From an optimization exercise on the open Yosys and OpenROAD flow, aimed at small area; shortcuts taken in it are not production practice. The RTL was checked by simulation tests, not by an equivalence proof against the original design.

[flow/flow/run.sh]
#!/bin/bash
# Own layout flow: the standard flow (standard.sh), except that synthesis
# maps the combinational logic with an area-only ABC script (flow/synth.tcl).
set -euo pipefail
W=$(pwd)
export MY_ABC_SCRIPT=$W/flow/area.abc
# port buffers: the smallest buffer (the default picks a larger delay cell)
export BUFFER_PORTS_ARGS="-buffer_cell sky130_fd_sc_hd__buf_1"
# clock tree: ORFS's default arguments, with clkbuf_8 and without the dummy
# loads that CTS adds to balance its clusters
export CTS_ARGS="-sink_clustering_enable -repair_clock_nets -buf_list sky130_fd_sc_hd__clkbuf_8 -dont_use_dummy_load"
sed "s#SYNTH_SCRIPT=[^ ]*#SYNTH_SCRIPT=$W/flow/synth.tcl#" standard.sh > $W/synth_area.sh
bash $W/synth_area.sh synth > $W/synth.log 2>&1
bash standard.sh > $W/layout.log 2>&1
[flow/flow/area.abc]
strash
&get -n
&fraig -x
&put
dc2
dch -f
amap
strash
dch -f
amap
topo
[flow/flow/synth.tcl]
# The standard flow's synthesis script (synth_recipe.tcl), with ABC's combinational mapping
# run with an area-only script (flow/area.abc) instead of ORFS's, which buffers
# and upsizes for delay. Registers are mapped before ABC, so they are the same.
proc synth {args} { yosys synth -nofsm -noshare {*}$args }
proc abc {args} {
  set i [lsearch -exact $args -script]
  if { $i >= 0 } { lset args [expr {$i + 1}] $::env(MY_ABC_SCRIPT) }
  yosys abc {*}$args
}
source $::env(SCRIPTS_DIR)/synth.tcl
# left out here: clear keep_hierarchy, flatten, clean up, hide names made inside functions, write 1_2_yosys.v
[flow/standard.sh]
#!/bin/bash
# synth_recipe.tcl (not shown) runs the flow's synth.tcl, then flattens the netlist and writes it again
# the make line also repeats each setting of config.mk as NAME=value (left out here)
make -C /OpenROAD-flow-scripts/flow DESIGN_CONFIG=/design/flow/config.mk WORK_HOME=/design/flow/orfs CLKGATE_MAP_FILE= SYNTH_SCRIPT=/design/flow/synth_recipe.tcl "${@:-finish}"
[flow/config.mk]
export PLATFORM = sky130hd
export DESIGN_NAME = RISC_16
export DESIGN_NICKNAME = RISC_16
export VERILOG_FILES = /design/flow/design.v
export SDC_FILE = /design/flow/constraint.sdc
export NUM_CORES = 4
export LEC_CHECK = 0
export ABC_AREA = 1
export CAP_MARGIN = 10
export CORE_MARGIN = 2
export CORE_UTILIZATION = 70
export CTS_BUF_LIST = sky130_fd_sc_hd__clkbuf_8
export SLEW_MARGIN = 10
[flow/constraint.sdc]
create_clock -name core_clock -period 70.0 [get_ports {clk}]
set_input_delay 14.0000 -clock core_clock [delete_from_list [all_inputs] [get_ports {clk}]]
set_output_delay 14.0000 -clock core_clock [all_outputs]
set_load 0.01 [all_outputs]
[flow/design.v]
module mul8s(
	input [7:0] a,
	input [7:0] b,
	output [15:0] p
);
wire w1 = ~(a[0] & b[0]);
wire w2 = ~(a[0] & b[1]);
wire w3 = ~(a[1] & b[0]);
wire w4 = ~(a[0] & b[2]);
wire w5 = ~(a[1] & b[1]);
wire w6 = ~(a[2] & b[0]);
wire w7 = ~(a[0] & b[3]);
wire w8 = ~(a[1] & b[2]);
wire w9 = ~(a[2] & b[1]);
wire w10 = ~(a[3] & b[0]);
wire w11 = ~(a[0] & b[4]);
wire w12 = ~(a[1] & b[3]);
wire w13 = ~(a[2] & b[2]);
wire w14 = ~(a[3] & b[1]);
wire w15 = ~(a[4] & b[0]);
wire w16 = ~(a[0] & b[5]);
wire w17 = ~(a[1] & b[4]);
wire w18 = ~(a[2] & b[3]);
wire w19 = ~(a[3] & b[2]);
wire w20 = ~(a[4] & b[1]);
wire w21 = ~(a[5] & b[0]);
wire w22 = ~(a[0] & b[6]);
wire w23 = ~(a[1] & b[5]);
wire w24 = ~(a[2] & b[4]);
wire w25 = ~(a[3] & b[3]);
wire w26 = ~(a[4] & b[2]);
wire w27 = ~(a[5] & b[1]);
wire w28 = ~(a[6] & b[0]);
wire w29 = (a[0] & b[7]);
wire w30 = ~(a[1] & b[6]);
wire w31 = ~(a[2] & b[5]);
wire w32 = ~(a[3] & b[4]);
wire w33 = ~(a[4] & b[3]);
wire w34 = ~(a[5] & b[2]);
wire w35 = ~(a[6] & b[1]);
wire w36 = (a[7] & b[0]);
wire w37 = (a[1] & b[7]);
wire w38 = ~(a[2] & b[6]);
wire w39 = ~(a[3] & b[5]);
wire w40 = ~(a[4] & b[4]);
wire w41 = ~(a[5] & b[3]);
wire w42 = ~(a[6] & b[2]);
wire w43 = (a[7] & b[1]);
wire w44 = (a[2] & b[7]);
wire w45 = ~(a[3] & b[6]);
wire w46 = ~(a[4] & b[5]);
wire w47 = ~(a[5] & b[4]);
wire w48 = ~(a[6] & b[3]);
wire w49 = (a[7] & b[2]);
wire w50 = (a[3] & b[7]);
wire w51 = ~(a[4] & b[6]);
wire w52 = ~(a[5] & b[5]);
wire w53 = ~(a[6] & b[4]);
wire w54 = (a[7] & b[3]);
wire w55 = (a[4] & b[7]);
wire w56 = ~(a[5] & b[6]);
wire w57 = ~(a[6] & b[5]);
wire w58 = (a[7] & b[4]);
wire w59 = (a[5] & b[7]);
wire w60 = ~(a[6] & b[6]);
wire w61 = (a[7] & b[5]);
wire w62 = (a[6] & b[7]);
wire w63 = (a[7] & b[6]);
wire w64 = ~(a[7] & b[7]);
wire w65 = ~(w22 ^ w23);
wire w66 = w22 | w23;
wire w67 = w29 ^ w30 ^ w31;
wire w68 = (w29 & w30) | (w29 & w31) | (w30 & w31);
wire w69 = ~(w32 ^ w33);
wire w70 = w32 | w33;
wire w71 = w37 ^ w38 ^ w39;
wire w72 = (w37 & w38) | (w37 & w39) | (w38 & w39);
wire w73 = w40 ^ w41 ^ w42;
wire w74 = (w40 & w41) | (w40 & w42) | (w41 & w42);
wire w75 = w44 ^ w45 ^ w46;
wire w76 = (w44 & w45) | (w44 & w46) | (w45 & w46);
wire w77 = ~(w11 ^ w12);
wire w78 = w11 | w12;
wire w79 = w16 ^ w17 ^ w18;
wire w80 = (w16 & w17) | (w16 & w18) | (w17 & w18);
wire w81 = ~(w19 ^ w20);
wire w82 = w19 | w20;
wire w83 = w24 ^ w25 ^ w26;
wire w84 = (w24 & w25) | (w24 & w26) | (w25 & w26);
wire w85 = w27 ^ w28 ^ w65;
wire w86 = (w27 & w28) | (w27 & w65) | (w28 & w65);
wire w87 = w34 ^ w35 ^ w36;
wire w88 = (w34 & w35) | (w34 & w36) | (w35 & w36);
wire w89 = w66 ^ w67 ^ w69;
wire w90 = (w66 & w67) | (w66 & w69) | (w67 & w69);
wire w91 = w43 ^ 1'b0 ^ w68;
wire w92 = (w43 & 1'b0) | (w43 & w68) | (1'b0 & w68);
wire w93 = w70 ^ w71 ^ w73;
wire w94 = (w70 & w71) | (w70 & w73) | (w71 & w73);
wire w95 = w47 ^ w48 ^ w49;
wire w96 = (w47 & w48) | (w47 & w49) | (w48 & w49);
wire w97 = w72 ^ w74 ^ w75;
wire w98 = (w72 & w74) | (w72 & w75) | (w74 & w75);
wire w99 = w50 ^ w51 ^ w52;
wire w100 = (w50 & w51) | (w50 & w52) | (w51 & w52);
wire w101 = w53 ^ w54 ^ w76;
wire w102 = (w53 & w54) | (w53 & w76) | (w54 & w76);
wire w103 = w55 ^ w56 ^ w57;
wire w104 = (w55 & w56) | (w55 & w57) | (w56 & w57);
wire w105 = ~(w7 ^ w8);
wire w106 = w7 | w8;
wire w107 = w13 ^ w14 ^ w15;
wire w108 = (w13 & w14) | (w13 & w15) | (w14 & w15);
wire w109 = w21 ^ w78 ^ w79;
wire w110 = (w21 & w78) | (w21 & w79) | (w78 & w79);
wire w111 = w80 ^ w82 ^ w83;
wire w112 = (w80 & w82) | (w80 & w83) | (w82 & w83);
wire w113 = w84 ^ w86 ^ w87;
wire w114 = (w84 & w86) | (w84 & w87) | (w86 & w87);
wire w115 = w88 ^ w90 ^ w91;
wire w116 = (w88 & w90) | (w88 & w91) | (w90 & w91);
wire w117 = w92 ^ w94 ^ w95;
wire w118 = (w92 & w94) | (w92 & w95) | (w94 & w95);
wire w119 = w96 ^ w98 ^ w99;
wire w120 = (w96 & w98) | (w96 & w99) | (w98 & w99);
wire w121 = w58 ^ w100 ^ w102;
wire w122 = (w58 & w100) | (w58 & w102) | (w100 & w102);
wire w123 = w59 ^ w60 ^ w61;
wire w124 = (w59 & w60) | (w59 & w61) | (w60 & w61);
wire w125 = ~(w4 ^ w5);
wire w126 = w4 | w5;
wire w127 = w9 ^ w10 ^ w105;
wire w128 = (w9 & w10) | (w9 & w105) | (w10 & w105);
wire w129 = w77 ^ w106 ^ w107;
wire w130 = (w77 & w106) | (w77 & w107) | (w106 & w107);
wire w131 = w81 ^ w108 ^ w109;
wire w132 = (w81 & w108) | (w81 & w109) | (w108 & w109);
wire w133 = w85 ^ w110 ^ w111;
wire w134 = (w85 & w110) | (w85 & w111) | (w110 & w111);
wire w135 = w89 ^ w112 ^ w113;
wire w136 = (w89 & w112) | (w89 & w113) | (w112 & w113);
wire w137 = w93 ^ w114 ^ w115;
wire w138 = (w93 & w114) | (w93 & w115) | (w114 & w115);
wire w139 = w97 ^ w116 ^ w117;
wire w140 = (w97 & w116) | (w97 & w117) | (w116 & w117);
wire w141 = w101 ^ w118 ^ w119;
wire w142 = (w101 & w118) | (w101 & w119) | (w118 & w119);
wire w143 = w103 ^ w120 ^ w121;
wire w144 = (w103 & w120) | (w103 & w121) | (w120 & w121);
wire w145 = w104 ^ w122 ^ w123;
wire w146 = (w104 & w122) | (w104 & w123) | (w122 & w123);
wire w147 = w62 ^ w63 ^ w124;
wire w148 = (w62 & w63) | (w62 & w124) | (w63 & w124);
wire w149 = ~(w2 ^ w3);
wire w150 = w2 | w3;
wire w151 = w6 ^ w125 ^ w150;
wire w152 = (w6 & w125) | (w6 & w150) | (w125 & w150);
wire w153 = w126 ^ w127 ^ w152;
wire w154 = (w126 & w127) | (w126 & w152) | (w127 & w152);
wire w155 = w128 ^ w129 ^ w154;
wire w156 = (w128 & w129) | (w128 & w154) | (w129 & w154);
wire w157 = w130 ^ w131 ^ w156;
wire w158 = (w130 & w131) | (w130 & w156) | (w131 & w156);
wire w159 = w132 ^ w133 ^ w158;
wire w160 = (w132 & w133) | (w132 & w158) | (w133 & w158);
wire w161 = w134 ^ w135 ^ w160;
wire w162 = (w134 & w135) | (w134 & w160) | (w135 & w160);
wire w163 = w136 ^ w137 ^ w162;
wire w164 = (w136 & w137) | (w136 & w162) | (w137 & w162);
wire w165 = w138 ^ w139 ^ w164;
wire w166 = (w138 & w139) | (w138 & w164) | (w139 & w164);
wire w167 = w140 ^ w141 ^ w166;
wire w168 = (w140 & w141) | (w140 & w166) | (w141 & w166);
wire w169 = w142 ^ w143 ^ w168;
wire w170 = (w142 & w143) | (w142 & w168) | (w143 & w168);
wire w171 = w144 ^ w145 ^ w170;
wire w172 = (w144 & w145) | (w144 & w170) | (w145 & w170);
wire w173 = w146 ^ w147 ^ w172;
wire w174 = (w146 & w147) | (w146 & w172) | (w147 & w172);
wire w175 = w64 ^ w148 ^ w174;
wire w176 = (w64 & w148) | (w64 & w174) | (w148 & w174);
wire w177 = ~(1'b0 ^ w176);
wire w178 = 1'b0 | w176;
assign p = ~{w177, w175, w173, w171, w169, w167, w165, w163, w161, w159, w157, w155, w153, w151, w149, w1};
endmodule
module divrows(
	input [6:0] rem_in,	 
	input [7:0] bits,	 
	input [6:0] d,		 
	output [7:0] q,		 
	output [6:0] rem_out
);
wire [6:0] nd = ~d;
wire [7:0] nbits = ~bits;
wire [7:0] t0 = {rem_in, bits[7]};
wire [7:0] c0;
wire [6:0] s0;
assign c0[0] = 1'b1;
assign s0[0] = t0[0] ^ nd[0] ^ c0[0];
assign c0[1] = (t0[0] & nd[0]) | (t0[0] & c0[0]) | (nd[0] & c0[0]);
assign s0[1] = t0[1] ^ nd[1] ^ c0[1];
assign c0[2] = (t0[1] & nd[1]) | (t0[1] & c0[1]) | (nd[1] & c0[1]);
assign s0[2] = t0[2] ^ nd[2] ^ c0[2];
assign c0[3] = (t0[2] & nd[2]) | (t0[2] & c0[2]) | (nd[2] & c0[2]);
assign s0[3] = t0[3] ^ nd[3] ^ c0[3];
assign c0[4] = (t0[3] & nd[3]) | (t0[3] & c0[3]) | (nd[3] & c0[3]);
assign s0[4] = t0[4] ^ nd[4] ^ c0[4];
assign c0[5] = (t0[4] & nd[4]) | (t0[4] & c0[4]) | (nd[4] & c0[4]);
assign s0[5] = t0[5] ^ nd[5] ^ c0[5];
assign c0[6] = (t0[5] & nd[5]) | (t0[5] & c0[5]) | (nd[5] & c0[5]);
assign s0[6] = t0[6] ^ nd[6] ^ c0[6];
assign c0[7] = (t0[6] & nd[6]) | (t0[6] & c0[6]) | (nd[6] & c0[6]);
assign q[7] = t0[7] | c0[7];
wire [6:0] r0 = ~(q[7] ? s0 : t0[6:0]);
wire [7:0] t1 = {r0, nbits[6]};
wire [7:0] c1;
wire [6:0] s1;
assign c1[0] = 1'b0;
assign s1[0] = t1[0] ^ d[0] ^ c1[0];
assign c1[1] = (t1[0] & d[0]) | (t1[0] & c1[0]) | (d[0] & c1[0]);
assign s1[1] = t1[1] ^ d[1] ^ c1[1];
assign c1[2] = (t1[1] & d[1]) | (t1[1] & c1[1]) | (d[1] & c1[1]);
assign s1[2] = t1[2] ^ d[2] ^ c1[2];
assign c1[3] = (t1[2] & d[2]) | (t1[2] & c1[2]) | (d[2] & c1[2]);
assign s1[3] = t1[3] ^ d[3] ^ c1[3];
assign c1[4] = (t1[3] & d[3]) | (t1[3] & c1[3]) | (d[3] & c1[3]);
assign s1[4] = t1[4] ^ d[4] ^ c1[4];
assign c1[5] = (t1[4] & d[4]) | (t1[4] & c1[4]) | (d[4] & c1[4]);
assign s1[5] = t1[5] ^ d[5] ^ c1[5];
assign c1[6] = (t1[5] & d[5]) | (t1[5] & c1[5]) | (d[5] & c1[5]);
assign s1[6] = t1[6] ^ d[6] ^ c1[6];
assign c1[7] = (t1[6] & d[6]) | (t1[6] & c1[6]) | (d[6] & c1[6]);
assign q[6] = ~(t1[7] & c1[7]);
wire [6:0] r1 = ~(q[6] ? s1 : t1[6:0]);
wire [7:0] t2 = {r1, bits[5]};
wire [7:0] c2;
wire [6:0] s2;
assign c2[0] = 1'b1;
assign s2[0] = t2[0] ^ nd[0] ^ c2[0];
assign c2[1] = (t2[0] & nd[0]) | (t2[0] & c2[0]) | (nd[0] & c2[0]);
assign s2[1] = t2[1] ^ nd[1] ^ c2[1];
assign c2[2] = (t2[1] & nd[1]) | (t2[1] & c2[1]) | (nd[1] & c2[1]);
assign s2[2] = t2[2] ^ nd[2] ^ c2[2];
assign c2[3] = (t2[2] & nd[2]) | (t2[2] & c2[2]) | (nd[2] & c2[2]);
assign s2[3] = t2[3] ^ nd[3] ^ c2[3];
assign c2[4] = (t2[3] & nd[3]) | (t2[3] & c2[3]) | (nd[3] & c2[3]);
assign s2[4] = t2[4] ^ nd[4] ^ c2[4];
assign c2[5] = (t2[4] & nd[4]) | (t2[4] & c2[4]) | (nd[4] & c2[4]);
assign s2[5] = t2[5] ^ nd[5] ^ c2[5];
assign c2[6] = (t2[5] & nd[5]) | (t2[5] & c2[5]) | (nd[5] & c2[5]);
assign s2[6] = t2[6] ^ nd[6] ^ c2[6];
assign c2[7] = (t2[6] & nd[6]) | (t2[6] & c2[6]) | (nd[6] & c2[6]);
assign q[5] = t2[7] | c2[7];
wire [6:0] r2 = ~(q[5] ? s2 : t2[6:0]);
wire [7:0] t3 = {r2, nbits[4]};
wire [7:0] c3;
wire [6:0] s3;
assign c3[0] = 1'b0;
assign s3[0] = t3[0] ^ d[0] ^ c3[0];
assign c3[1] = (t3[0] & d[0]) | (t3[0] & c3[0]) | (d[0] & c3[0]);
assign s3[1] = t3[1] ^ d[1] ^ c3[1];
assign c3[2] = (t3[1] & d[1]) | (t3[1] & c3[1]) | (d[1] & c3[1]);
assign s3[2] = t3[2] ^ d[2] ^ c3[2];
assign c3[3] = (t3[2] & d[2]) | (t3[2] & c3[2]) | (d[2] & c3[2]);
assign s3[3] = t3[3] ^ d[3] ^ c3[3];
assign c3[4] = (t3[3] & d[3]) | (t3[3] & c3[3]) | (d[3] & c3[3]);
assign s3[4] = t3[4] ^ d[4] ^ c3[4];
assign c3[5] = (t3[4] & d[4]) | (t3[4] & c3[4]) | (d[4] & c3[4]);
assign s3[5] = t3[5] ^ d[5] ^ c3[5];
assign c3[6] = (t3[5] & d[5]) | (t3[5] & c3[5]) | (d[5] & c3[5]);
assign s3[6] = t3[6] ^ d[6] ^ c3[6];
assign c3[7] = (t3[6] & d[6]) | (t3[6] & c3[6]) | (d[6] & c3[6]);
assign q[4] = ~(t3[7] & c3[7]);
wire [6:0] r3 = ~(q[4] ? s3 : t3[6:0]);
wire [7:0] t4 = {r3, bits[3]};
wire [7:0] c4;
wire [6:0] s4;
assign c4[0] = 1'b1;
assign s4[0] = t4[0] ^ nd[0] ^ c4[0];
assign c4[1] = (t4[0] & nd[0]) | (t4[0] & c4[0]) | (nd[0] & c4[0]);
assign s4[1] = t4[1] ^ nd[1] ^ c4[1];
assign c4[2] = (t4[1] & nd[1]) | (t4[1] & c4[1]) | (nd[1] & c4[1]);
assign s4[2] = t4[2] ^ nd[2] ^ c4[2];
assign c4[3] = (t4[2] & nd[2]) | (t4[2] & c4[2]) | (nd[2] & c4[2]);
assign s4[3] = t4[3] ^ nd[3] ^ c4[3];
assign c4[4] = (t4[3] & nd[3]) | (t4[3] & c4[3]) | (nd[3] & c4[3]);
assign s4[4] = t4[4] ^ nd[4] ^ c4[4];
assign c4[5] = (t4[4] & nd[4]) | (t4[4] & c4[4]) | (nd[4] & c4[4]);
assign s4[5] = t4[5] ^ nd[5] ^ c4[5];
assign c4[6] = (t4[5] & nd[5]) | (t4[5] & c4[5]) | (nd[5] & c4[5]);
assign s4[6] = t4[6] ^ nd[6] ^ c4[6];
assign c4[7] = (t4[6] & nd[6]) | (t4[6] & c4[6]) | (nd[6] & c4[6]);
assign q[3] = t4[7] | c4[7];
wire [6:0] r4 = ~(q[3] ? s4 : t4[6:0]);
wire [7:0] t5 = {r4, nbits[2]};
wire [7:0] c5;
wire [6:0] s5;
assign c5[0] = 1'b0;
assign s5[0] = t5[0] ^ d[0] ^ c5[0];
assign c5[1] = (t5[0] & d[0]) | (t5[0] & c5[0]) | (d[0] & c5[0]);
assign s5[1] = t5[1] ^ d[1] ^ c5[1];
assign c5[2] = (t5[1] & d[1]) | (t5[1] & c5[1]) | (d[1] & c5[1]);
assign s5[2] = t5[2] ^ d[2] ^ c5[2];
assign c5[3] = (t5[2] & d[2]) | (t5[2] & c5[2]) | (d[2] & c5[2]);
assign s5[3] = t5[3] ^ d[3] ^ c5[3];
assign c5[4] = (t5[3] & d[3]) | (t5[3] & c5[3]) | (d[3] & c5[3]);
assign s5[4] = t5[4] ^ d[4] ^ c5[4];
assign c5[5] = (t5[4] & d[4]) | (t5[4] & c5[4]) | (d[4] & c5[4]);
assign s5[5] = t5[5] ^ d[5] ^ c5[5];
assign c5[6] = (t5[5] & d[5]) | (t5[5] & c5[5]) | (d[5] & c5[5]);
assign s5[6] = t5[6] ^ d[6] ^ c5[6];
assign c5[7] = (t5[6] & d[6]) | (t5[6] & c5[6]) | (d[6] & c5[6]);
assign q[2] = ~(t5[7] & c5[7]);
wire [6:0] r5 = ~(q[2] ? s5 : t5[6:0]);
wire [7:0] t6 = {r5, bits[1]};
wire [7:0] c6;
wire [6:0] s6;
assign c6[0] = 1'b1;
assign s6[0] = t6[0] ^ nd[0] ^ c6[0];
assign c6[1] = (t6[0] & nd[0]) | (t6[0] & c6[0]) | (nd[0] & c6[0]);
assign s6[1] = t6[1] ^ nd[1] ^ c6[1];
assign c6[2] = (t6[1] & nd[1]) | (t6[1] & c6[1]) | (nd[1] & c6[1]);
assign s6[2] = t6[2] ^ nd[2] ^ c6[2];
assign c6[3] = (t6[2] & nd[2]) | (t6[2] & c6[2]) | (nd[2] & c6[2]);
assign s6[3] = t6[3] ^ nd[3] ^ c6[3];
assign c6[4] = (t6[3] & nd[3]) | (t6[3] & c6[3]) | (nd[3] & c6[3]);
assign s6[4] = t6[4] ^ nd[4] ^ c6[4];
assign c6[5] = (t6[4] & nd[4]) | (t6[4] & c6[4]) | (nd[4] & c6[4]);
assign s6[5] = t6[5] ^ nd[5] ^ c6[5];
assign c6[6] = (t6[5] & nd[5]) | (t6[5] & c6[5]) | (nd[5] & c6[5]);
assign s6[6] = t6[6] ^ nd[6] ^ c6[6];
assign c6[7] = (t6[6] & nd[6]) | (t6[6] & c6[6]) | (nd[6] & c6[6]);
assign q[1] = t6[7] | c6[7];
wire [6:0] r6 = ~(q[1] ? s6 : t6[6:0]);
wire [7:0] t7 = {r6, nbits[0]};
wire [7:0] c7;
wire [6:0] s7;
assign c7[0] = 1'b0;
assign s7[0] = t7[0] ^ d[0] ^ c7[0];
assign c7[1] = (t7[0] & d[0]) | (t7[0] & c7[0]) | (d[0] & c7[0]);
assign s7[1] = t7[1] ^ d[1] ^ c7[1];
assign c7[2] = (t7[1] & d[1]) | (t7[1] & c7[1]) | (d[1] & c7[1]);
assign s7[2] = t7[2] ^ d[2] ^ c7[2];
assign c7[3] = (t7[2] & d[2]) | (t7[2] & c7[2]) | (d[2] & c7[2]);
assign s7[3] = t7[3] ^ d[3] ^ c7[3];
assign c7[4] = (t7[3] & d[3]) | (t7[3] & c7[3]) | (d[3] & c7[3]);
assign s7[4] = t7[4] ^ d[4] ^ c7[4];
assign c7[5] = (t7[4] & d[4]) | (t7[4] & c7[4]) | (d[4] & c7[4]);
assign s7[5] = t7[5] ^ d[5] ^ c7[5];
assign c7[6] = (t7[5] & d[5]) | (t7[5] & c7[5]) | (d[5] & c7[5]);
assign s7[6] = t7[6] ^ d[6] ^ c7[6];
assign c7[7] = (t7[6] & d[6]) | (t7[6] & c7[6]) | (d[6] & c7[6]);
assign q[0] = ~(t7[7] & c7[7]);
wire [6:0] r7 = ~(q[0] ? s7 : t7[6:0]);
assign rem_out = r7;
endmodule
module RISC_16(
	output	[15:0]		t_alu_in1,
	output	[15:0]		t_alu_in2,
	output	[15:0]		t_alu_out,
	input 				clk,
	input 				rst,
	input 				enable,
	input 	[15:0] 	instruction,
	output 	[4:0] 	tick_out,
	output 	[15:0] 	display
);
wire [3:0] op = instruction[15:12];
wire [3:0] ra = instruction[11:8];
wire [3:0] rb = instruction[7:4];
wire [7:0] imm = instruction[7:0];
reg [4:0] tick;
always @(posedge clk) begin
	if (rst) tick <= 5'b10000;
	else tick <= {tick[0], tick[4:1]};
end
assign tick_out = tick;
wire tF = tick[4], tD = tick[3], tE = tick[2], tW = tick[0];
reg alu_mux_q, sign_mux_q, disp_q;
reg [3:0] aluop_q;
wire op_j = (op == 4'hF);
wire op_r = (op == 4'h0);
wire op_br = (op == 4'hA) | (op == 4'hB) | (op == 4'hC);
wire op_ls = (op == 4'hD) | (op == 4'hE);
wire rd_en = enable & tD & ~op_j;
wire wr_en = enable & tW & (op_r | (~op[3] & |op[2:0]) | (op == 4'h8));
wire alu_mux = (enable & tE & ~op_j) ? ~op_r : alu_mux_q;
wire sign_mux = (enable & tD) ? 1'b1 : (enable & tE & op_br) ? 1'b0 : sign_mux_q;
wire disp_en = (enable & tF) ? 1'b0 : (enable & tW & (op == 4'h9)) ? 1'b1 : disp_q;
reg [3:0] imap;
always @(*) begin
	case (op)
		4'h1: imap = 4'h1;
		4'h2: imap = 4'h0;
		4'h3: imap = 4'hC;
		4'h4: imap = 4'hD;
		4'h5: imap = 4'hE;
		4'h6: imap = 4'h7;
		4'h7: imap = 4'h6;
		4'h8: imap = 4'h9;
		4'h9: imap = 4'hA;
		4'hA: imap = 4'h5;
		4'hB: imap = 4'h4;
		4'hC: imap = 4'hB;
		default: imap = 4'h0;
	endcase
end
wire [3:0] aluop = ~enable ? 4'h0 :
                   (tE & op_r) ? instruction[3:0] :
                   (tE & ~op_j & ~op_ls) ? imap : aluop_q;
always @(posedge clk) begin
	if (rst) begin
		alu_mux_q <= 1'b0;
		sign_mux_q <= 1'b0;
		disp_q <= 1'b0;
		aluop_q <= 4'h0;
	end else begin
		alu_mux_q <= alu_mux;
		sign_mux_q <= sign_mux;
		disp_q <= disp_en;
		aluop_q <= aluop;
	end
end
reg [7:0] rf [0:15];
wire [7:0] alu_lo;
wire [7:0] wdata = rst ? 8'd0 : alu_lo;
genvar gi;
generate
	for (gi = 0; gi < 16; gi = gi + 1) begin : g_rf
		always @(posedge clk)
			if (rst | (wr_en & (ra == gi))) rf[gi] <= wdata;
	end
endgenerate
wire [7:0] port = rf[tF ? rb : ra];
reg [7:0] breg;		 
always @(posedge clk) breg <= port;
wire [7:0] a = rd_en ? port : 8'd0;
wire [7:0] b = alu_mux ? (sign_mux ? imm : 8'd0) : (rd_en ? breg : 8'd0);
assign t_alu_in1 = {{8{a[7]}}, a};
assign t_alu_in2 = {{8{b[7]}}, b};
wire [6:0] d_f = alu_mux_q ? imm[6:0] : (op_j ? 7'd0 : port[6:0]);
wire [6:0] d = tF ? d_f : b[6:0];
wire [6:0] rem_in = rem_q & {7{tD & a[7]}};
wire [7:0] dbits = tF ? 8'hFF : a;
wire [7:0] q8;
wire [6:0] rem8;
divrows u_div(.rem_in(rem_in), .bits(dbits), .d(d), .q(q8), .rem_out(rem8));
reg [7:0] qh_q;
reg [6:0] rem_q;
always @(posedge clk) begin
	qh_q <= q8;
	rem_q <= rem8;
end
wire dz = (b[6:0] == 7'd0);
wire [15:0] quo = {a[7] ? qh_q : {8{dz}}, tF ? {8{dz}} : q8};
wire sm = (aluop != 4'h1);	 
wire [7:0] bx = b ^ {8{sm}};
wire [8:0] c;
wire [7:0] s;
assign c[0] = sm;
generate
	for (gi = 0; gi < 8; gi = gi + 1) begin : g_add
		assign s[gi] = a[gi] ^ bx[gi] ^ c[gi];
		assign c[gi+1] = (a[gi] & bx[gi]) | (a[gi] & c[gi]) | (bx[gi] & c[gi]);
	end
endgenerate
wire s8 = a[7] ^ bx[7] ^ c[8];
wire [7:0] x = a ^ b;
wire eq = ~|x;
wire lt = ~c[8];		 
wire gt = c[8] & ~eq;
wire [15:0] prod;
mul8s u_mul(.a(a), .b(b), .p(prod));
wire [15:0] A = {{8{a[7]}}, a};
wire sh_ok = (b[7:4] == 4'd0);
wire [3:0] sa = b[3:0];
wire [15:0] sr16 = A >> sa[2:0];
wire [15:0] fill = {16{a[7]}} & (16'hFFFF >> sa);
wire [15:0] srl = sh_ok ? {fill[15:8], sa[3] ? fill[7:0] : sr16[7:0]} : 16'd0;
wire [15:0] sl16 = A << sa[2:0];
wire [15:0] sll = sh_ok ? (sa[3] ? {sl16[7:0], 8'd0} : sl16) : 16'd0;
wire [15:0] div = b[7] ? {15'd0, a[7] & ~lt} : quo;
reg [15:0] y;
always @(*) begin
	case (aluop)
		4'h0: y = {{8{b[7]}}, b};
		4'h1: y = {{8{s8}}, s};
		4'h2: y = prod;
		4'h3: y = div;
		4'h4: y = {15'd0, gt};
		4'h5: y = {15'd0, eq};
		4'h6: y = srl;
		4'h7: y = sll;
		4'h8: y = {{8{s8}}, s};
		4'h9: y = srl;
		4'hA: y = {{8{~a[7]}}, ~a};
		4'hB: y = {15'd0, lt};
		4'hC: y = {{8{a[7] & b[7]}}, a & b};
		4'hD: y = {{8{a[7] | b[7]}}, a | b};
		4'hE: y = {{8{x[7]}}, x};
		default: y = 16'd0;
	endcase
end
assign t_alu_out = y;
assign alu_lo = y[7:0];
reg [15:0] disp_r;
always @(posedge clk) begin
	if (rst) disp_r <= 16'd0;
	else if (disp_en) disp_r <= ~y;
end
assign display = disp_r;
endmodule
==> results of run 1 <==
## per-stage QoR
stage	cells	setup WS (ns)	utilization (%)	instance area, sq um
after global placement	1502	16.64	76.4	12600
after global routing	1520	13.13	77.9	12800
final	1520	14.98	77.9	12800
after CTS	1519	15.34	77.8	12800
after detailed placement	1502	15.46	76.4	12600
after floorplan	1161	16.99	-	11700
## path summary, 6_finish.rpt
check | endpoint | slack (ns) | depth (start not counted)
worst max-delay path | t_alu_out[0] | 14.98 | 97
worst min-delay path | tick[2] | 0.48 | 2
worst max register to register | rf[14][0] | 41.14 | 96
worst min register to register | tick[2] | 0.48 | 2
## layout make-up
type	instances	area share, %
multi-input combinational	816	48.0
tap	220	2.15
timing repair buffer	142	5.80
sequential	179	37.9
clock buffer	17	1.83
inverter	146	4.27
## cell usage in the layout, fill, tap and decap left out, types with 22 or more instances in the layout
| cell type | instances |
|---|---|
| sky130_fd_sc_hd__a21oi_1 | 52 |
| sky130_fd_sc_hd__buf_1 | 87 |
| sky130_fd_sc_hd__buf_4 | 54 |
| sky130_fd_sc_hd__clkinv_1 | 146 |
| sky130_fd_sc_hd__dfxtp_1 | 51 |
| sky130_fd_sc_hd__edfxtp_1 | 128 |
| sky130_fd_sc_hd__fa_1 | 97 |
| sky130_fd_sc_hd__ha_1 | 33 |
| sky130_fd_sc_hd__nand2_1 | 73 |
| sky130_fd_sc_hd__nor2_1 | 187 |
| sky130_fd_sc_hd__nor3_1 | 22 |
| sky130_fd_sc_hd__o21ai_0 | 70 |
| sky130_fd_sc_hd__o22ai_1 | 60 |
## routing by layer
metal,share of wire [%],vias up,routed length [um],global-route usage (%)
met3,16,135,5740,14.3
met1,37,4919,13500,60.1
li1,-,4485,-,-
met5,0,-,0,0
met2,44,861,15900,62.4
met4,3.7,0,1350,15.5
## worst register-to-register path, delay by kind of cell, from the launching register on
| family | cells | cell delay, ns |
|---|---|---|
| buffers and inverters | 16 | 4.43 |
| flip-flops | 1 | 0.32 |
| AO/OA/AOI/OAI | 18 | 4.36 |
| adder cells (fa/ha/maj) | 42 | 14.93 |
| AND/OR/NAND/NOR | 20 | 4.45 |
## cell families (layout without fill, tap and decap cells)
kind of cell | after synthesis | count (layout) | share of synthesized area [%]
compound gates | 329 | 329 | 18.9
fa+ha+maj | 130 | 130 | 20.2
buf+inv | 166 | 305 | 5.98
simple gates | 357 | 357 | 13.3
flops | 179 | 179 | 41.7
## flip-flops by register name, summed over array words and instances, names as in the netlist
name        cells
rf            128
disp_r         16
breg            8
qh_q            8
rem_q           7
tick            5
aluop_q         4
alu_mux_q       1
disp_q          1
sign_mux_q      1
==> results list, run 1 <==
- Outcome: finished clean
- In the post-synthesis netlist, the biggest area contributors are sky130_fd_sc_hd__edfxtp_1, sky130_fd_sc_hd__fa_1, sky130_fd_sc_hd__dfxtp_1.
- Based on the critical path, the design can be clocked at up to 0.0182 GHz.
- After clock tree synthesis, the flow added hold-fix buffers numbering 0.
- Counting the buffers created by CTS gives 17.
* Share of the clock period used by the worst path: 78.6%
- Number of iterations in the first detailed-routing pass: 9
- Cells with a size suffix above 1 make up 6.00% of the layout.
* Fraction of synthesized cell area taken by the top area cell type: 32.9%
- GRT overflow: 0
- By instance count, the cell type seen most on the critical path is sky130_fd_sc_hd__fa_1.
- From left edge to right edge, the die measures 133 um.
* Unique cell type count in the Yosys netlist: 43
- The congestion estimate from routability-driven global placement came to 0.984.
* Post-synthesis register bit count: 179
- Setup repair after global routing left no endpoint under its margin.
- Vias after detailed routing: 10,400
* Critical register-to-register path startpoint: tick[4]
- Layout fillers: 1,151
* Area growth, synth to finish: 9.78%
* Worst Clk Skew: 0.0575 ns
- Average via count per standard cell: 6.84
- CTS tree: yes
- Post-CTS Resized: 0
- For the pin with the worst max-slew slack, the measured transition is 1.28 ns.
* Sum of negative setup slack: 0 ns
* Crit path buffers/inverters: 19
* Number of port buffers: 87
* Diodes inserted: 0
- The kind of cell with the highest combined delay along the critical path is adder cells.
- GRT Total Usage: 42.6%
* Layout Nets: 1,451
- For this block, the routed nets add up to 36,500 um of wire.
- Detail Placement HPWL: 26,900 um
* Crit path capture type: output port
* Library cell with the largest summed area after synthesis: sky130_fd_sc_hd__edfxtp_1
* Per-instance average area after synthesis: 10.1 sq um
- The via count of the first global-routing pass came to 10,100.
- In this run the worst path has a maximum fanout of 18.
- The clock period could shrink to 55.02 ns.
- In the final layout, flip-flops and latches occupy 4860 sq um.
- Maximum number of buffers from clock root to sink: 2
* Clock transition at path regs: 0.06 ns
* Initial Utilization: 70.9%
* Share of the yosys chip area belonging to registers: 41.7%
- Overall die height: 133 um
* Source-to-sink clock delay at the later pin of the worst-skew pair: 0.49 ns
* Placeable core area: 16,500 sq um
* Synthesis Warnings: 2
- Startpoint of the tightest hold check path: tick[3]
- For this design, the slowest cell found on the critical path is sky130_fd_sc_hd__fa_1.
- The first global-routing pass estimated 56,200 um of wire.
- Startpoint of the most critical setup path: instruction[15]
- Headroom to the max-slew limit came out at 13.9%.
* Library cell used as clock root buffer: sky130_fd_sc_hd__clkbuf_8
* Initial antenna violation count: 1
* Detailed Route Iter0 Violations: 1,820
- In this run the number of H-tree levels came out at 4.
* Worst Setup Path Type: input pin to output port
- For this run, the leading register cell type out of synthesis is sky130_fd_sc_hd__edfxtp_1.
- Data arrives at the worst endpoint at 41.02 ns.
- Final setup violation count: 0
- MaxCap Viol Count: 0
* Count of standard-cell rows: 47
- WP data required: 56.00 ns
- Most frequent cell after synthesis: sky130_fd_sc_hd__nor2_1
- In the synthesized netlist the async set-or-reset flop fraction comes to 0%.
* Combined area of all synthesized cells: 11,700 sq um
- For this run, the slowest stage of the critical path takes 0.47 ns.
- In the final routed layout, each cell accounts on average for 24.0 um.
* Num Clock Sinks: 179
* Synth Net Count: 1,310
* Cell count after synthesis: 1,161
- Remaining number of nets flagged by the antenna check after routing: 0
- Entering global routing, the biggest net connects 33 pins.
- Number of setup buffers added after CTS: 0
* Max-slew violation total from the final report: 0
- Summing all multi-input logic gate instances after layout gives 6150 sq um.
- The worst setup path is launched from an input pin.
- Post-Route Hold Slack: 0.480 ns
* Hold Path Class: register to register
* DR DRC count: 0
- The count of endpoints failing hold in the final timing report was 0.
- Number of top-level design ports: 88
* Most used standard cells in the synthesized netlist: sky130_fd_sc_hd__nor2_1, sky130_fd_sc_hd__clkinv_1, sky130_fd_sc_hd__edfxtp_1
- Die Outline Area: 17,700 sq um
- Counting flops with a built-in enable in the synthesized netlist gives 128.
==> run 2: changes to the inputs <==
--- a/flow/config.mk
+++ b/flow/config.mk
@@ -6,8 +6,8 @@
 export NUM_CORES = 4
 export LEC_CHECK = 0
 export ABC_AREA = 1
-export CAP_MARGIN = 10
+export CAP_MARGIN = 5
 export CORE_MARGIN = 2
 export CORE_UTILIZATION = 70
 export CTS_BUF_LIST = sky130_fd_sc_hd__clkbuf_8
-export SLEW_MARGIN = 10
+export SLEW_MARGIN = 5
==> run 2 against run 1 <==
  * Global-route usage stayed put
  * Synthesized area unchanged
  * Utilization down 0.068 points
  * Register-to-register slack hardly changed
  * Sequential share of layout area about the same
  * Critical path type unchanged
  * Critical endpoint unchanged
  * Largest cell class unchanged
==> results list, run 2 <==
- sky130_fd_sc_hd__edfxtp_1 takes more of the synthesized area than any other cell.
* Area growth, synth to finish: 9.69% (about the same)
- Layout Nets: 1,450 (-0.069%)
* Worst path max stage delay: 0.47 ns (about the same)
- Critical register-to-register path startpoint: tick[4]
* Layer with the highest usage: met2
- The count of state elements after synthesis was 179 (unchanged).
- Most used standard cells in the synthesized netlist: sky130_fd_sc_hd__nor2_1, sky130_fd_sc_hd__clkinv_1, sky130_fd_sc_hd__edfxtp_1
- The fraction of final layout cells sized beyond drive strength 1 is 5.93% (-0.072 points).
* WP data required: 56.00 ns (about the same)
- The initial DRC count was 1,716 (-5.7%).
- Per-instance average area after synthesis: 10.1 sq um (unchanged)
- GRT Total Usage: 42.6% (unchanged)
- Flip-flop count of the largest register after layout: 128 (unchanged)
- Maximum fanout count along the critical path: 18 (unchanged)
* Layout fillers: 1,154 (+0.26%)
- The number of nets produced by synthesis came to 1,310 (unchanged).
* DR DRC count: 0 (unchanged)
- The time the final worst path needs with I/O delays and setup was 54.90 ns (-0.115 ns).
* Remaining number of nets flagged by the antenna check after routing: 0 (unchanged)
- Met3 usage: 14.3% (unchanged)
- The final routed wire length divided by cell count was 24.1 um (+0.57%).
- The number of hold buffers added after CTS was 0 (unchanged).
- The cell area after placement was 12,600 sq um (unchanged).
* Commonest register cell after synthesis: sky130_fd_sc_hd__edfxtp_1
* Total count of hold-check failures in the final report: 0 (unchanged)
* Total stage count of the critical path: 97 (unchanged)
- Fraction of synthesized cell area taken by the top area cell type: 32.9% (unchanged)
- The count of max-cap constraint violations was 0 (unchanged).
* Outcome: finished clean
- The instance count of the mapped netlist came to 1,161 (unchanged).
- Num Clock Sinks: 179 (unchanged)
- Broken down by cell family, the worst path's largest delay share belongs to adder cells.
- Largest Register: rf
- The final critical-path share of the clock period was 78.4% (-0.16 points).
- The critical path is of the input pin to output port type.
- The number of buffer and inverter stages on the critical path came to 19 (unchanged).
* Final setup violation count: 0 (unchanged)
* Global placement routability congestion: 0.984 (unchanged)
- Total CTS buffers: 17 (unchanged)
* Highest Clock Rate: 0.0182 GHz (+0.21%)
- The number of top-level pins was 88 (unchanged).
* Post-Route Hold Slack: 0.481 ns (+0.000545 ns)
- Unique cell type count in the Yosys netlist: 43 (unchanged)
- Sum of negative setup slack: 0 ns (unchanged)
- The logic depth of the worst register-to-register path is 96 (unchanged).
- Maximum number of pins on one net before global-route repair: 33 (unchanged)
- Source-to-sink clock delay at the later pin of the worst-skew pair: 0.49 ns (about the same)
- Via count of the first global-routing pass: 10,100 (unchanged)
* Async set or reset register ratio after synthesis: 0% (unchanged)
- In the post-synthesis netlist, the cell with the most instances is sky130_fd_sc_hd__nor2_1.
- The number of levels the H-tree was split into came to 4 (unchanged).
- The maximum clock insertion buffer count is 2 (unchanged).
- Transition time of the tightest slew-check pin: 1.33 ns (+0.0426 ns)
* Hold Path Class: register to register
* Critical path arrival: 40.90 ns (-0.12 ns)
* Slew Limit Headroom: 11.0% (-2.9 points)
- Met2 usage in global routing: 62.4% (unchanged)
- Global-route wire length before repair: 56,200 um (unchanged)
- Most common cell after layout, fill and taps aside: sky130_fd_sc_hd__nor2_1
* Most frequent cell on the critical path: sky130_fd_sc_hd__fa_1
- TritonCTS built the clock tree.
* Worst hold path stage count: 2 (unchanged)
- The clock transition at the registers of the reported paths came to 0.06 ns (about the same).
* Regs by FF count: rf x128, disp_r x16
- Number of setup buffers added after CTS: 0 (unchanged)
- Initial antenna violation count: 1 (unchanged)
- The area used by multi-input combinational logic came to 6150 sq um (unchanged).
- The worst setup path is launched from an input pin.
- Destination of the worst register-to-register timing path: rf[14][0]
* Met1 track utilization from global routing: 60.1% (unchanged)
- The number of enable-type register cells in the synthesized netlist was 128 (unchanged).
* Worst Clk Skew: 0.0586 ns (+0.00105 ns)
- Die Outline Area: 17,700 sq um (unchanged)
- Sink of the worst hold path: tick[2]
- The vias per cell came to 6.87 (+0.42%).
* Vias after detailed routing: 10,400 (+0.36%)
- Diodes inserted: 0 (unchanged)
- The share of synthesized area occupied by flip-flops and latches was 41.7% (unchanged).
- The number of buffers inserted by port buffering came to 87 (unchanged).
* Detail Placement HPWL: 26,900 um (unchanged)
* Overall die height: 133 um (unchanged)
- The routed wire length is 36,700 um (+0.50%).
- Sequential Area: 4860 sq um (unchanged)
- The slowest stage of the critical path belongs to the cell sky130_fd_sc_hd__fa_1.
* Post-route cell area: 12,800 sq um (about the same)
* Worst R2R Setup Slack: 41.13 ns (about the same)
- Startpoint of the most critical setup path: instruction[15]
- Synthesis Warnings: 2 (unchanged)
- The total iterations of the first detailed-routing run is 8 (-1).
* Top area cells in the synthesized netlist: sky130_fd_sc_hd__edfxtp_1, sky130_fd_sc_hd__fa_1, sky130_fd_sc_hd__dfxtp_1
* Count of standard-cell rows: 47 (unchanged)
- The cell sitting at the root of the clock tree is a sky130_fd_sc_hd__clkbuf_8.
- GRT overflow: 0 (unchanged)
* RSZ-0062 raised after global routing: no
- Max-slew violation total from the final report: 0 (unchanged)
* Width of the die: 133 um (unchanged)
- The synthesized area is 11,700 sq um (unchanged).
- The placeable core area is 16,500 sq um (unchanged).
* Startpoint of the tightest hold check path: tick[3]
- Crit path capture type: output port
- Post-CTS Resized: 0 (unchanged)
- Leaving out fill and tap cells, the most frequent cells in the layout are sky130_fd_sc_hd__nor2_1, sky130_fd_sc_hd__clkinv_1, sky130_fd_sc_hd__edfxtp_1.
- Initial Utilization: 70.9% (unchanged)
[run 2: per-stage QoR]
| stage | setup WS (ns) | utilization [%] | cells |
|---|---|---|---|
| floorplan | 16.99 | - | 1161 |
| CTS | 15.34 | 77.8 | 1519 |
| global route | 13.13 | 77.8 | 1519 |
| detailed placement | 15.46 | 76.4 | 1502 |
| global placement | 16.64 | 76.4 | 1502 |
| finish | 15.10 | 77.8 | 1519 |
[run 2: layout make-up]
type	count	area share [%]
inverter	146	4.28
multi-input combinational	816	48.1
sequential	179	38.0
timing repair buffer	141	5.71
clock buffer	17	1.83
tap	220	2.15
[run 2: how the worst max path moves through the flow]
stage | end | slack, ns
CTS | t_alu_out[0] | 15.34
detailed placement | t_alu_out[0] | 15.46
global placement | t_alu_out[0] | 16.64
global route | t_alu_out[0] | 13.13
finish | t_alu_out[0] | 15.10
floorplan | t_alu_out[0] | 16.99
[run 2: per-layer routing]
layer / share of wire, % / wire, um
met1: 37 / 13400
met2: 43 / 16000
met3: 16 / 5950
met4: 3.7 / 1370
met5: 0 / 0
[run 2: cell families after synthesis]
| family | share of synthesized area [%] |
|---|---|
| flip-flops | 41.7 |
| buffers and inverters | 5.98 |
| AND/OR/NAND/NOR | 13.3 |
| adder cells (fa/ha/maj) | 20.2 |
| AO/OA/AOI/OAI | 18.9 |
[run 2: tightest hold or removal path, delay by kind of cell (launching register included)]
family / cells / cell delay [ns]
flops: 1 / 0.34
simple gates: 1 / 0.04
buf+inv: 1 / 0.06
==> run 3: changes to the inputs <==
--- a/flow/flow/run.sh
+++ b/flow/flow/run.sh
@@ -8,7 +8,7 @@
 export BUFFER_PORTS_ARGS="-buffer_cell sky130_fd_sc_hd__buf_1"
 # clock tree: ORFS's default arguments, with clkbuf_8 and without the dummy
 # loads that CTS adds to balance its clusters
-export CTS_ARGS="-sink_clustering_enable -repair_clock_nets -buf_list sky130_fd_sc_hd__clkbuf_8 -dont_use_dummy_load"
+export CTS_ARGS="-sink_clustering_enable -repair_clock_nets -buf_list {sky130_fd_sc_hd__clkbuf_4 sky130_fd_sc_hd__clkbuf_8} -root_buf sky130_fd_sc_hd__clkbuf_16 -dont_use_dummy_load"
 sed "s#SYNTH_SCRIPT=[^ ]*#SYNTH_SCRIPT=$W/flow/synth.tcl#" standard.sh > $W/synth_area.sh
 bash $W/synth_area.sh synth > $W/synth.log 2>&1
 bash standard.sh > $W/layout.log 2>&1
--- a/flow/config.mk
+++ b/flow/config.mk
@@ -6,8 +6,8 @@
 export NUM_CORES = 4
 export LEC_CHECK = 0
 export ABC_AREA = 1
-export CAP_MARGIN = 5
+export CAP_MARGIN = 20
 export CORE_MARGIN = 2
 export CORE_UTILIZATION = 70
 export CTS_BUF_LIST = sky130_fd_sc_hd__clkbuf_8
-export SLEW_MARGIN = 5
+export SLEW_MARGIN = 20
==> run 3 against run 2 <==
  * Still clean
  * Synthesized area did not move
  * Global-route usage did not move
  * Final cell count did not move
  * Via count fell by 0.58%
  * Critical endpoint unchanged
==> results list, run 3 <==
* Top area cells in the synthesized netlist: sky130_fd_sc_hd__edfxtp_1, sky130_fd_sc_hd__fa_1, sky130_fd_sc_hd__dfxtp_1
* Fraction of synthesized cell area taken by the top area cell type: 32.9% (unchanged)
* Number of top-level design ports: 88 (unchanged)
- The HPWL reported at the end of detailed placement came to 26,900 um (unchanged).
* Largest family of logic cells by synthesized area: adder cells
- The number of setup violations in the final report came to 0 (unchanged).
- The number of rows created at floorplan came to 47 (unchanged).
- The post-placement cell count came to 1,502 (unchanged).
* Detailed Route Iter0 Violations: 1,607 (-6.4%)
- Async set or reset register ratio after synthesis: 0% (unchanged)
- The worst hold path terminates at tick[2].
* Layout Nets: 1,450 (unchanged)
- The fraction of final layout cells sized beyond drive strength 1 came to 6.24% (+0.31 points).
- Setup repair after global routing left no endpoint under its margin.
- The slew at the pin closest to its max-slew limit is 1.18 ns (-0.141 ns).
- Synthesis Warnings: 2 (unchanged)
- The maximum fanout encountered on the critical timing path was 18 (unchanged).
- Reg2reg path depth: 96 (unchanged)
- Placeable core area: 16,500 sq um (unchanged)
* Average via count per standard cell: 6.83 (-0.58%)
- The final standard cell utilization of the core is 77.9% (+0.15 points).
- STA classifies the critical path startpoint as an input pin.
* Largest Register: rf
* DR DRC count: 0 (unchanged)
- Standard cell with the maximum stage delay on the critical path: sky130_fd_sc_hd__fa_1
- The clock transition at the registers of the reported paths was 0.06 ns (about the same).
* GRT Total Usage: 42.6% (unchanged)
* Maximum number of buffers from clock root to sink: 2 (unchanged)
- Worst Clk Skew: 0.0555 ns (-0.00314 ns)
- Most frequent cell on the critical path: sky130_fd_sc_hd__fa_1
- Slew Limit Headroom: 20.5% (+9.5 points)
- Commonest cells after routing, fill and taps aside: sky130_fd_sc_hd__nor2_1, sky130_fd_sc_hd__clkinv_1, sky130_fd_sc_hd__edfxtp_1
* Width of the die: 133 um (unchanged)
* Synthesized-area fraction occupied by ao, oa, aoi and oai cells: 18.9% (unchanged)
* Num Clock Sinks: 179 (unchanged)
- The post-synthesis mux area share is 0% (unchanged).
- Destination of the worst register-to-register timing path: rf[14][0]
- Critical register-to-register path startpoint: tick[4]
* Overall routed net length: 36,500 um (-0.37%)
- Flip-flop count of the largest register after layout: 128 (unchanged)
* Die Outline Area: 17,700 sq um (unchanged)
- The largest total area in the synthesized netlist belongs to sky130_fd_sc_hd__edfxtp_1.
- Maximum number of pins on one net before global-route repair: 33 (unchanged)
- Per-instance average area after synthesis: 10.1 sq um (unchanged)
- The number of nets produced by synthesis is 1,310 (unchanged).
- The simple logic cell fraction of the synthesized area came to 13.3% (unchanged).
- Most common cell after layout, fill and taps aside: sky130_fd_sc_hd__nor2_1
- The number of antenna cells inserted came to 0 (unchanged).
* Regs by FF count: rf x128, disp_r x16
* WP data required: 56.00 ns (about the same)
* Worst Setup Path Type: input pin to output port
- The height of the die came to 133 um (unchanged).
- The total iterations of the first detailed-routing run is 6 (-2).
- Global-route wire length before repair: 56,300 um (+0.12%)
- The arrival time at the worst endpoint was 40.91 ns (about the same).
* Number of port buffers: 87 (unchanged)
- The setup TNS is 0 ns (unchanged).
- MaxCap Viol Count: 0 (unchanged)
- The final instance count without filler cells was 1,519 (unchanged).
- The run finished with no timing, DRC or antenna violations.
- Most frequent cell after synthesis: sky130_fd_sc_hd__nor2_1
- The count of state elements after synthesis came to 179 (unchanged).
* Worst hold path stage count: 2 (unchanged)
* Total CTS buffers: 17 (unchanged)
* Unique cell type count in the Yosys netlist: 43 (unchanged)
- Broken down by cell family, the worst path's largest delay share belongs to adder cells.
* Post-Synth Adder-Cell Area: 20.2% (unchanged)
* Source-to-sink clock delay at the later pin of the worst-skew pair: 0.41 ns (-0.08 ns)
- The maximum achievable frequency came to 0.0182 GHz (about the same).
- The synthesized area came to 11,700 sq um (unchanged).
* Number of hold buffers added after CTS: 0 (unchanged)
* Via count of the first global-routing pass: 10,100 (+0.040%)
- The number of buffer and inverter stages on the critical path came to 19 (unchanged).
- Cell count after synthesis: 1,161 (unchanged)
- Global placement routability congestion: 0.984 (unchanged)
- Number of setup buffers added after CTS: 0 (unchanged)
* Initial Utilization: 70.9% (unchanged)
- The time the final worst path needs with I/O delays and setup was 54.91 ns (+0.0100 ns).
* Vias after detailed routing: 10,400 (-0.58%)
* Total count of hold-check failures in the final report: 0 (unchanged)
- Max-slew violation total from the final report: 0 (unchanged)
* Share of the clock period used by the worst path: 78.4% (about the same)
- H-tree levels: 4 (unchanged)
* CTS tree: yes
- Area growth, synth to finish: 9.90%
* Remaining number of nets flagged by the antenna check after routing: 0 (unchanged)
- Hold Path Class: register to register
- Worst path max stage delay: 0.47 ns (about the same)
- The post-cts gate resize count is 0 (unchanged).
- The global-route congestion overflow total is 0 (unchanged).
- Number of enable-type register cells in the synthesized netlist: 128 (unchanged)
- Initial antenna violation count: 1 (unchanged)
- Avg WL per Cell: 24.1 um (-0.37%)
- The share of the synthesized netlist area taken by xor and xnor gates is 0% (unchanged).
- The share of synthesized area occupied by flip-flops and latches is 41.7% (unchanged).
* Crit path capture type: output port
- The setup slack of the most critical reg-to-reg path came to 41.25 ns (+0.12 ns).
- Most used standard cells in the synthesized netlist: sky130_fd_sc_hd__nor2_1, sky130_fd_sc_hd__clkinv_1, sky130_fd_sc_hd__edfxtp_1
- CTS placed an instance of sky130_fd_sc_hd__clkbuf_16 at the clock tree root.
- The most used flip-flop cell after synthesis is sky130_fd_sc_hd__edfxtp_1.
- Startpoint of the tightest hold check path: tick[3]
run 3: cell types whose count changed in the layout (fill, tap and decap cells not counted):
cell,delta
sky130_fd_sc_hd__o21ai_2,+3
sky130_fd_sc_hd__nor2b_1,-1
sky130_fd_sc_hd__nor2b_2,+1
sky130_fd_sc_hd__clkbuf_16,+1
sky130_fd_sc_hd__o21ai_1,-3
sky130_fd_sc_hd__clkbuf_8,-1
run 3: how the worst max path moves through the flow:
| stage | startpoint | endpoint | depth (start not counted) |
|---|---|---|---|
| after detailed placement | instruction[15] | t_alu_out[0] | 97 |
| final | instruction[15] | t_alu_out[0] | 97 |
| after global placement | instruction[15] | t_alu_out[0] | 97 |
| after global routing | instruction[15] | t_alu_out[0] | 97 |
| after CTS | instruction[15] | t_alu_out[0] | 97 |
| after floorplan | instruction[15] | t_alu_out[0] | 91 |
run 3: worst register-to-register path: cells and delay by family, from the launching register on:
family          cells  cell delay, ns
compound gates     18            4.35
fa+ha+maj          42           14.89
buf+inv            16            4.43
flops               1            0.32
simple gates       20            4.39
run 3: cell type report:
cell class              count  area [sq um]
repair buffers            141           732
clock buffers              17           245
flip-flops and latches    179          4860
multi-input cells         816          6170
fillers                  1149          3630
inverters                 146           548
well taps                 220           275
run 3: kinds of logic after synthesis:
group / after synthesis
and+or+nand+nor: 357
AOI/OAI and AO/OA: 329
DFF: 179
buffers and inverters: 166
adders and majority gates: 130
run 3: layer usage:
metal  vias to the layer above  track usage, %  share of wire, %
li1                       4484               -                 -
met1                      4895            60.6                37
met2                       867            62.6                44
met3                       130            13.6                15
met4                         0            14.9               3.6
met5                         -           0.556                 0
run 3: stage by stage:
step	setup slack, ns	instance area (sq um)	hold WS (ns)
2_1_floorplan	16.99	11700	0.425
3_3_place_gp	16.64	12600	0.449
3_5_place_dp	15.46	12600	0.464
4_1_cts	15.34	12800	0.473
5_1_grt	13.13	12800	0.493
6_report	15.09	12800	0.481
==> run 4: changes to the inputs <==
--- a/flow/flow/run.sh
+++ b/flow/flow/run.sh
@@ -8,7 +8,11 @@
 export BUFFER_PORTS_ARGS="-buffer_cell sky130_fd_sc_hd__buf_1"
 # clock tree: ORFS's default arguments, with clkbuf_8 and without the dummy
 # loads that CTS adds to balance its clusters
-export CTS_ARGS="-sink_clustering_enable -repair_clock_nets -buf_list {sky130_fd_sc_hd__clkbuf_4 sky130_fd_sc_hd__clkbuf_8} -root_buf sky130_fd_sc_hd__clkbuf_16 -dont_use_dummy_load"
+export CTS_ARGS="-sink_clustering_enable -repair_clock_nets -buf_list sky130_fd_sc_hd__clkbuf_8 -dont_use_dummy_load"
+# buffer sizes the repairs may use (flow/small_bufs.tcl)
+for step in GLOBAL_PLACE RESIZE REPAIR_TIMING_POST_PLACE CTS GLOBAL_ROUTE; do
+  export PRE_${step}_TCL=$W/flow/small_bufs.tcl
+done
 sed "s#SYNTH_SCRIPT=[^ ]*#SYNTH_SCRIPT=$W/flow/synth.tcl#" standard.sh > $W/synth_area.sh
 bash $W/synth_area.sh synth > $W/synth.log 2>&1
 bash standard.sh > $W/layout.log 2>&1
==> flow/flow/small_bufs.tcl (new file) <==
# Sourced before the placement, resizing, clock tree and global routing steps:
# repairs use buffers of drive 1 and 2 only (or resize the driver instead).
set_dont_use {sky130_fd_sc_hd__buf_4 sky130_fd_sc_hd__buf_6 sky130_fd_sc_hd__buf_8 sky130_fd_sc_hd__buf_12 sky130_fd_sc_hd__buf_16}
==> run 4 against run 3 <==
  * Wire length up 2.2%
  * Final cell count up 0.13%
  * Hold slack worse by 0.032 ns
  * Still clean on timing, DRC and antenna
  * Setup slack worse by 1.4 ns
  * Die area unchanged
  * Flip-flop and latch count unchanged
  * Register-to-register slack worse by 1.2 ns
  * Maximum frequency down 2.5%
  * Critical path type unchanged
  * Highest routed layer is now met5
  * Synthesized area unchanged
  * Final area up 0.52%
==> results list, run 4 <==
* Reg2reg path depth: 92 (-4.2%)
- Post-Layout Cell Count: 1,521 (+0.13%)
- Placed instance area: 12,700 sq um (+0.63%)
- Number of iterations in the first detailed-routing pass: 6 (unchanged)
* Initial antenna violation count: 1 (unchanged)
- Number of hold buffers added after CTS: 0 (unchanged)
- The slowest stage of the critical path is the sky130_fd_sc_hd__a22oi_1 cell.
- The share of synthesized area occupied by flip-flops and latches came to 41.7% (unchanged).
* CTS tree: yes
- The number of flip-flops in the largest register was 128 (unchanged).
- Destination of the worst register-to-register timing path: rf[11][0]
* Min cycle time layout: 56.33 ns (+1.42 ns)
- The number of nets at the end of the flow is 1,452 (+0.14%).
* Outcome: finished clean
- Sort of element at the start of the critical path: input pin
- Crit path capture type: output port
- The clock transition at the registers of the reported paths is 0.09 ns (+0.03 ns).
- Most frequent cell after synthesis: sky130_fd_sc_hd__nor2_1
* Most used standard cells in the synthesized netlist: sky130_fd_sc_hd__nor2_1, sky130_fd_sc_hd__clkinv_1, sky130_fd_sc_hd__edfxtp_1
* Remaining number of nets flagged by the antenna check after routing: 0 (unchanged)
* Highest Clock Rate: 0.0178 GHz (-2.5%)
- RSZ-0062 raised after global routing: no
* Layout cell share with drive strength beyond 1: 2.15% (-4.1 points)
- The final critical-path share of the clock period came to 80.5% (+2.0 points).
* MaxCap Viol Count: 0 (unchanged)
- The count of cells along the worst hold path is 2 (unchanged).
- The HPWL reported at the end of detailed placement was 28,100 um (+4.2%).
* Initial Utilization: 70.9% (unchanged)
* Die Outline Area: 17,700 sq um (unchanged)
- The placeable core area was 16,500 sq um (unchanged).
- By instance count, the cell type seen most on the critical path is sky130_fd_sc_hd__fa_1.
- Largest Register: rf
- Relative to the synthesized area, the layout overhead comes to 10.5%.
- The count of fill cells added during filler insertion was 1,088 (-5.3%).
* Per-instance average area after synthesis: 10.1 sq um (unchanged)
- The final max-slew violation count was 0 (unchanged).
- Overall routed net length: 37,400 um (+2.2%)
- The via count of the first global-routing pass was 10,200 (+0.70%).
* Cell family contributing the most delay on the critical path: adder cells
- The maximum number of pins on one net before global-route repair came to 33 (unchanged).
- The number of buffers created by CTS is 17 (unchanged).
- Synthesis Warnings: 2 (unchanged)
- The post-placement cell count was 1,502 (unchanged).
- The global-route congestion overflow total came to 0 (unchanged).
- The number of enable-type register cells in the synthesized netlist came to 128 (unchanged).
* Cell count after synthesis: 1,161 (unchanged)
- Async set or reset register ratio after synthesis: 0% (unchanged)
- The number of nets produced by synthesis is 1,310 (unchanged).
- The first-pass GRT wire length was 57,100 um (+1.5%).
- The total number of cells along the worst setup path was 95 (-2.1%).
* Library cell with the largest summed area after synthesis: sky130_fd_sc_hd__edfxtp_1
- The largest registers in the layout are rf x128, disp_r x16.
- Critical register-to-register path startpoint: tick[4]
* Crit path buffers/inverters: 17 (-2)
- Leaving out fill and tap cells, the most frequent cell in the layout is sky130_fd_sc_hd__nor2_1.
* Final setup violation count: 0 (unchanged)
* Number of top-level design ports: 88 (unchanged)
* Hold Path Class: register to register
- The count of state elements after synthesis came to 179 (unchanged).
* Critical path arrival: 42.33 ns (+1.42 ns)
- Post-route cell area: 12,900 sq um (+0.52%)
* H-tree levels: 4 (unchanged)
* Detailed Route Iter0 Violations: 1,550 (-3.5%)
* Startpoint of the tightest hold check path: tick[3]
- The number of post-CTS setup repair buffers is 0 (unchanged).
- The setup slack of the most critical reg-to-reg path is 40.04 ns (-1.21 ns).
- The tree is rooted in a sky130_fd_sc_hd__clkbuf_8.
- Width of the die: 133 um (unchanged)
* Overall die height: 133 um (unchanged)
- The critical path data required time was 56.00 ns (about the same).
- Worst path max stage delay: 0.92 ns (+0.45 ns)
- The total number of vias is 10,700 (+2.8%).
* Maximum number of buffers from clock root to sink: 2 (unchanged)
* GRT Total Usage: 43.2% (+0.63 points)
- Among all flip-flop cells after synthesis, the most frequent one is sky130_fd_sc_hd__edfxtp_1.
- The number of antenna cells inserted came to 0 (unchanged).
* DR DRC count: 0 (unchanged)
- Total count of hold-check failures in the final report: 0 (unchanged)
- Post-CTS Resized: 0 (unchanged)
- The worst setup path is of the input pin to output port kind.
- The headroom to the max-slew limit is 25.1% (+4.6 points).
- Top area cells in the synthesized netlist: sky130_fd_sc_hd__edfxtp_1, sky130_fd_sc_hd__fa_1, sky130_fd_sc_hd__dfxtp_1
* Global placement routability congestion: 1.05 (+6.8%)
* Maximum fanout count along the critical path: 18 (unchanged)
- In the layout the commonest cells are sky130_fd_sc_hd__nor2_1, sky130_fd_sc_hd__clkinv_1, sky130_fd_sc_hd__edfxtp_1.
- The number of buffers inserted by port buffering is 87 (unchanged).
- Source-to-sink clock delay at the later pin of the worst-skew pair: 0.48 ns (+0.07 ns)
- Num Clock Sinks: 179 (unchanged)
- Unique cell type count in the Yosys netlist: 43 (unchanged)
- Avg WL per Cell: 24.6 um (+2.1%)
* Count of standard-cell rows: 47 (unchanged)
* Sum of negative setup slack: 0 ns (unchanged)
- The path with the worst hold slack has its endpoint at tick[2].
- Worst Clk Skew: 0.0416 ns (-0.0139 ns)
- Transition time of the tightest slew-check pin: 1.12 ns (-0.0686 ns)
* Fraction of synthesized cell area taken by the top area cell type: 32.9% (unchanged)
* Combined area of all synthesized cells: 11,700 sq um (unchanged)
* Average via count per standard cell: 7.01 (+2.6%)
-- run 4: cell counts after synthesis --
No cell type changed its count.
-- run 4: worst max path at each step --
stage	startpoint	endpoint	slack [ns]
floorplan	instruction[15]	t_alu_out[0]	16.99
global placement	instruction[15]	t_alu_out[0]	15.08
detailed placement	instruction[15]	t_alu_out[0]	13.87
CTS	instruction[15]	t_alu_out[0]	13.81
global route	instruction[15]	t_alu_out[0]	11.46
finish	instruction[15]	t_alu_out[0]	13.67
-- run 4: metrics by stage --
stage               utilization, %  hold WS [ns]  setup WS [ns]
floorplan                        -         0.425          16.99
global placement              76.8         0.448          15.08
detailed placement            76.8         0.454          13.87
CTS                           78.3         0.444          13.81
global route                  78.3         0.476          11.46
finish                        78.3         0.449          13.67
-- run 4: cell type report --
| class | count | area (sq um) | share of cell area [%] |
|---|---|---|---|
| well taps | 220 | 275 | 2.13 |
| repair buffers | 143 | 812 | 6.29 |
| multi-input cells | 816 | 6170 | 47.8 |
| clock buffers | 17 | 234 | 1.81 |
| flip-flops and latches | 179 | 4860 | 37.7 |
| inverters | 146 | 548 | 4.25 |
-- run 4: worst register-to-register path: cells and delay by family, from the launching register on --
kind	cells	cell delay (ns)
and+or+nand+nor	20	4.83
AOI/OAI and AO/OA	17	5.03
adders and majority gates	42	15.03
DFF	1	0.78
buffers and inverters	13	3.88
-- run 4: cell families after synthesis --
| logic type | after synthesis | synth area share, % |
|---|---|---|
| fa+ha+maj | 130 | 20.2 |
| flops | 179 | 41.7 |
| simple gates | 357 | 13.3 |
| compound gates | 329 | 18.9 |
| buf+inv | 166 | 5.98 |
-- run 4: layer usage --
metal / GRT usage [%] / up-vias / part of all wire [%]
li1: - / 4494 / -
met1: 60.5 / 5074 / 37
met2: 65.0 / 921 / 44
met3: 12.3 / 171 / 15
met4: 16.8 / 2 / 4.4
met5: 0 / - / 0.035

-- afterwards: timing with drivers on the ports --
No port has a modelled driver above. Below, the same layouts with a new extraction and two added sets of constraints. Step 1: set_driving_cell puts a clkbuf_16 on clk and a buf_2 on each other input, an assumption about the parent block. Step 2 moves the port delays by t, midway between the first and last clock arrival at a register: inputs arrive t later, outputs are due t later. That takes back most of the time a late clock gives input paths. a / b / c = ideal / step 1 / step 2; a / b = the first two.
run | t (ns) | slack for setup (ns) | clock arrival spread, ns
run 1 | 0.502 | 14.980 / 14.958 / 14.958 | 0.057 / 0.057
run 2 | 0.504 | 15.096 / 15.073 / 15.073 | 0.058 / 0.058
run 3 | 0.427 | 15.086 / 15.063 / 15.063 | 0.055 / 0.056
run 4 | 0.506 | 13.669 / 13.644 / 13.644 | 0.042 / 0.042
After both steps setup and hold are still met in every run listed. For run 4, which loses most, drivers alone change the setup slack by -0.025 ns; drivers and shift together by -0.025 ns.
